This is an optimization exercise on Yosys and OpenROAD, whose aim is small area, a short achievable clock period and few clock cycles per item, not a production implementation.
At most, simulation tests tie the RTL to the original design; equivalence was not proved.

==> flow/design.v <==
module rom (
	input  [3:0]  addr,
	output [15:0] q
);
	assign q = (addr == 4'd1) ? 16'h1dac :
	           (addr == 4'd2) ? 16'h0fae :
	           (addr == 4'd3) ? 16'h07f5 :
	           (addr == 4'd4) ? 16'h03ff :
	           16'h0200;
endmodule
module cordic_core (
	input             clk, rst, en,
	input      [15:0] z,
	input      [15:0] q,
	output     [3:0]  addr,
	output reg        done,
	output     [15:0] x, y
);
	localparam [15:0] A0 = 16'h3244, X0 = 16'h26dd;
	reg               busy;
	reg        [3:0]  n;
	reg signed [15:0] xr, yr, zr;
	reg        [15:0] ar;     
	wire accept = en & ~busy;
	wire               dn = zr[15];
	wire signed [15:0] ysh = yr >>> n;
	wire signed [15:0] xsh = xr >>> n;
	wire        [15:0] oy = ysh ^ {16{~dn}};
	wire        [15:0] ox = xsh ^ {16{dn}};
	wire        [15:0] oz = ar ^ {16{~dn}};
	wire        [16:0] sx = {xr, 1'b1} + {oy, ~dn};
	wire        [16:0] sy = {yr, 1'b1} + {ox, dn};
	wire        [16:0] sz = {zr, 1'b1} + {oz, ~dn};
	always @(posedge clk) begin
		if (accept) begin
			xr <= X0;
			yr <= z[15] ? -X0 : X0;
			zr <= z[15] ? z + A0 : z - A0;
			n  <= 4'd1;
			ar <= 16'h1dac;
		end else begin
			ar <= (n < 4'd5) ? q : (ar >> 1);
			xr <= sx[16:1];
			yr <= sy[16:1];
			zr <= sz[16:1];
			n  <= n + 4'd1;
		end
	end
	always @(posedge clk, posedge rst) begin
		if (rst) begin
			busy <= 1'b0;
			done <= 1'b0;
		end else begin
			busy <= accept | (busy & (n != 4'd14));
			done <= busy & (n == 4'd14);
		end
	end
	assign addr = n + 4'd1;
	assign x = xr;
	assign y = yr;
endmodule
module cordic (
	input                clk, rst, en,
	output               done,
	input  signed [15:0] z,
	output signed [15:0] x, y
);
	wire [3:0]  rom_addr;
	wire [15:0] rom_data;
	cordic_core u_cordic_core (
		.clk(clk), .rst(rst), .en(en), .z(z),
		.addr(rom_addr), .q(rom_data),
		.done(done), .x(x), .y(y)
	);
	rom u_rom (.addr(rom_addr), .q(rom_data));
endmodule
clock: 6.0 ns
lec_check: 0
abc_area: 1
cap_margin: 20
core_margin: 2
core_utilization: 60
gpl_timing_driven: 1
setup_slack_margin: 2.5
slew_margin: 20
run.sh (not shown) runs the stock make flow with config.mk's settings and CLKGATE_MAP_FILE= SYNTH_SCRIPT=/design/flow/synth_recipe.tcl, a recipe that flattens the netlist after the stock synthesis.
The starting point finished with timing, DRC and antenna clean.
Testbench counts at the start, summed over its fixed seeds: cycles 36,000, items 2,400.
Then changed:
--- a/flow/design.v
+++ b/flow/design.v
@@ -1,15 +1,17 @@
 module rom (
 	input  [3:0]  addr,
 	output [15:0] q
 );
-	assign q = (addr == 4'd1) ? 16'h1dac :
+	assign q = (addr == 4'd0) ? 16'h3244 :
+	           (addr == 4'd1) ? 16'h1dac :
 	           (addr == 4'd2) ? 16'h0fae :
 	           (addr == 4'd3) ? 16'h07f5 :
 	           (addr == 4'd4) ? 16'h03ff :
-	           16'h0200;
+	           (addr == 4'd15) ? 16'h0001 :
+	           (16'h4000 >> addr);
 endmodule
 module cordic_core (
 	input             clk, rst, en,
 	input      [15:0] z,
 	input      [15:0] q,
 	output     [3:0]  addr,
@@ -17,32 +19,29 @@
 	output     [15:0] x, y
 );
 	localparam [15:0] A0 = 16'h3244, X0 = 16'h26dd;
 	reg               busy;
 	reg        [3:0]  n;
 	reg signed [15:0] xr, yr, zr;
-	reg        [15:0] ar;     
 	wire accept = en & ~busy;
 	wire               dn = zr[15];
 	wire signed [15:0] ysh = yr >>> n;
 	wire signed [15:0] xsh = xr >>> n;
 	wire        [15:0] oy = ysh ^ {16{~dn}};
 	wire        [15:0] ox = xsh ^ {16{dn}};
-	wire        [15:0] oz = ar ^ {16{~dn}};
+	wire        [15:0] oz = q ^ {16{~dn}};
 	wire        [16:0] sx = {xr, 1'b1} + {oy, ~dn};
 	wire        [16:0] sy = {yr, 1'b1} + {ox, dn};
 	wire        [16:0] sz = {zr, 1'b1} + {oz, ~dn};
 	always @(posedge clk) begin
 		if (accept) begin
 			xr <= X0;
 			yr <= z[15] ? -X0 : X0;
 			zr <= z[15] ? z + A0 : z - A0;
 			n  <= 4'd1;
-			ar <= 16'h1dac;
 		end else begin
-			ar <= (n < 4'd5) ? q : (ar >> 1);
 			xr <= sx[16:1];
 			yr <= sy[16:1];
 			zr <= sz[16:1];
 			n  <= n + 4'd1;
 		end
 	end
@@ -52,13 +51,13 @@
 			done <= 1'b0;
 		end else begin
 			busy <= accept | (busy & (n != 4'd14));
 			done <= busy & (n == 4'd14);
 		end
 	end
-	assign addr = n + 4'd1;
+	assign addr = n;
 	assign x = xr;
 	assign y = yr;
 endmodule
 module cordic (
 	input                clk, rst, en,
 	output               done,
After rerunning: The changed run finished with timing, DRC and antenna clean. Hold slack gains 0.065 ns. Area after synthesis came out lower by 5.5%. Core utilization came out higher by 1.7 points. Via count came out higher by 3.8%. Worst setup slack loses 0.13 ns. Wire length came out higher by 12%. Final area came out lower by 3.2%. Sequential share of layout area came out lower by 3.0 points. Non-clock buffer count came out higher by 11.
Testbench counts after the change, summed over its fixed seeds: cycles 36,000, items 2,400.

---

// cordic: RTL as listed in full above, without the edits since
clock: 6.0 ns
lec_check: 0
abc_area: 1
cap_margin: 20
core_margin: 2
core_utilization: 60
gpl_timing_driven: 1
setup_slack_margin: 2.8
slew_margin: 20
Testbench counts at the start, summed over its fixed seeds: cycles 36,000, items 2,400.
Edit:
==> flow/design.v (replaced) <==
module rom (
	input  [3:0]  addr,
	output [15:0] q
);
	assign q = (addr[1:0] == 2'd1) ? 16'h1dac :
	           (addr[1:0] == 2'd2) ? 16'h0fae :
	           (addr[1:0] == 2'd3) ? 16'h07f5 :
	           16'h03ff;
endmodule
module cordic_core (
	input             clk, rst, en,
	input      [15:0] z,
	input      [15:0] q,
	output     [3:0]  addr,
	output reg        done,
	output     [15:0] x, y
);
	reg               busy;
	reg        [3:0]  n;
	reg signed [15:0] xr, yr, zr;
	reg               inr;     
	reg               dn;      
	reg        [2:0]  kd;      
	reg        [3:0]  zs;      
	wire accept = en & ~busy;
	wire inr_v  = (zr[15:10] == 6'b000000) | (zr[15:10] == 6'b111111);
	wire signed [15:0] zi = z;
	wire d0 = zi[15];
	wire d1 = d0 ? (zi < -16'sd12868) : (zi < 16'sd12868);
	wire d2 = d0 ? (d1 ? (zi < -16'sd20464) : (zi < -16'sd5272))
	             : (d1 ? (zi <  16'sd5272)  : (zi <  16'sd20464));
	wire [15:0] x2 = (d1 == d0) ? (d0 ? 16'h136e : 16'h136f) : (d0 ? 16'h3a4c : 16'h3a4b);
	wire [15:0] y2 = d1 ? (d0 ? 16'hc5b5 : 16'h136f) : (d0 ? 16'hec91 : 16'h3a4b);
	wire [15:0] kz = (kd == 3'd0) ? 16'ha062 : (kd == 3'd1) ? 16'h04ea :
	                 (kd == 3'd2) ? 16'hdbba : (kd == 3'd3) ? 16'h4042 :
	                 (kd == 3'd4) ? 16'hbfbe : (kd == 3'd5) ? 16'h2446 :
	                 (kd == 3'd6) ? 16'hfb16 : 16'h5f9e;
	wire signed [15:0] ysh = yr >>> n;
	wire signed [15:0] xsh = xr >>> n;
	wire        [15:0] oy = ysh ^ {16{~dn}};
	wire        [15:0] ox = xsh ^ {16{dn}};
	wire        [15:0] qa = ({16{zs[1]}} & 16'h07f5) | ({16{zs[2]}} & 16'h03ff);
	wire        [15:0] oz = zs[0] ? kz : (qa ^ {16{~dn}});
	wire               cz = ~zs[0] & ~dn;
	wire        [16:0] sx = {xr, 1'b1} + {oy, ~dn};
	wire        [16:0] sy = {yr, 1'b1} + {ox, dn};
	wire        [16:0] sz = {zr, 1'b1} + {oz, cz};
	always @(posedge clk) begin
		if (accept) begin
			xr <= x2;
			yr <= y2;
			zr <= z;
			dn <= d2;
			kd <= {d2, d1, d0};
			n  <= 4'd2;
			zs <= 4'b0001;
		end else begin
			xr <= sx[16:1];
			yr <= sy[16:1];
			zr <= (|zs[2:0]) ? sz[16:1] : {zr[15], zr[13:0], 1'b0};
			n  <= n + 4'd1;
			zs <= {zs[2:0], 1'b0};
			if (|zs[2:0])
				dn <= sz[16];
			else if (zs[3] ? inr_v : inr)
				dn <= ~zr[9];
			else
				dn <= zr[15];
		end
		if (zs[3])
			inr <= inr_v;
	end
	always @(posedge clk, posedge rst) begin
		if (rst) begin
			busy <= 1'b0;
			done <= 1'b0;
		end else begin
			busy <= accept | (busy & (n != 4'd14));
			done <= busy & (n == 4'd14);
		end
	end
	assign addr = n;
	assign x = xr;
	assign y = yr;
endmodule
module cordic (
	input                clk, rst, en,
	output               done,
	input  signed [15:0] z,
	output signed [15:0] x, y
);
	wire [3:0]  rom_addr;
	wire [15:0] rom_data;
	cordic_core u_cordic_core (
		.clk(clk), .rst(rst), .en(en), .z(z),
		.addr(rom_addr), .q(rom_data),
		.done(done), .x(x), .y(y)
	);
	rom u_rom (.addr(rom_addr), .q(rom_data));
endmodule
Clock skew hardly moves; critical path depth drops by 5; synthesized area goes down by 3.4%; setup slack gains 0.041 ns; wire length rose by 11%.
No functional check of the RTL was part of the second run of this note.

[static timing again, ports no longer ideal]
In the flow no input, the clock included, has a driving cell. The finished layouts below were timed again as built, in two steps.
Step 1: set_driving_cell puts a clkbuf_16 on clk and a buf_2 on each other input, an assumption about the parent block.
Step 2 adds t to the input delays and takes it off the output delays; t is the mean of the earliest and latest rising clock arrival at the registers after step 1. Input paths then give back, and output paths get back, about the clock's delay inside the block.
Three values: ideal, step 1, step 2; two values: the first two.
run	t (ns)	slack for setup (ns)	worst register clock-pin slew, ns	pins driven straight from the clock port
the first run of note 1	0.396	2.713 / 2.713 / 2.351	0.08 / 0.08	1
the second run of note 1	0.361	2.578 / 2.578 / 2.334	0.11 / 0.11	1
the first run of note 2	0.396	2.859 / 2.859 / 2.603	0.08 / 0.08	1
the second run of note 2	0.410	2.901 / 2.918 / 2.507	0.09 / 0.09	1
After both steps every run listed still meets setup and hold. The setup slack of the second run of note 2, which loses most, moves by +0.017 ns with the drivers and by -0.394 ns with both steps.
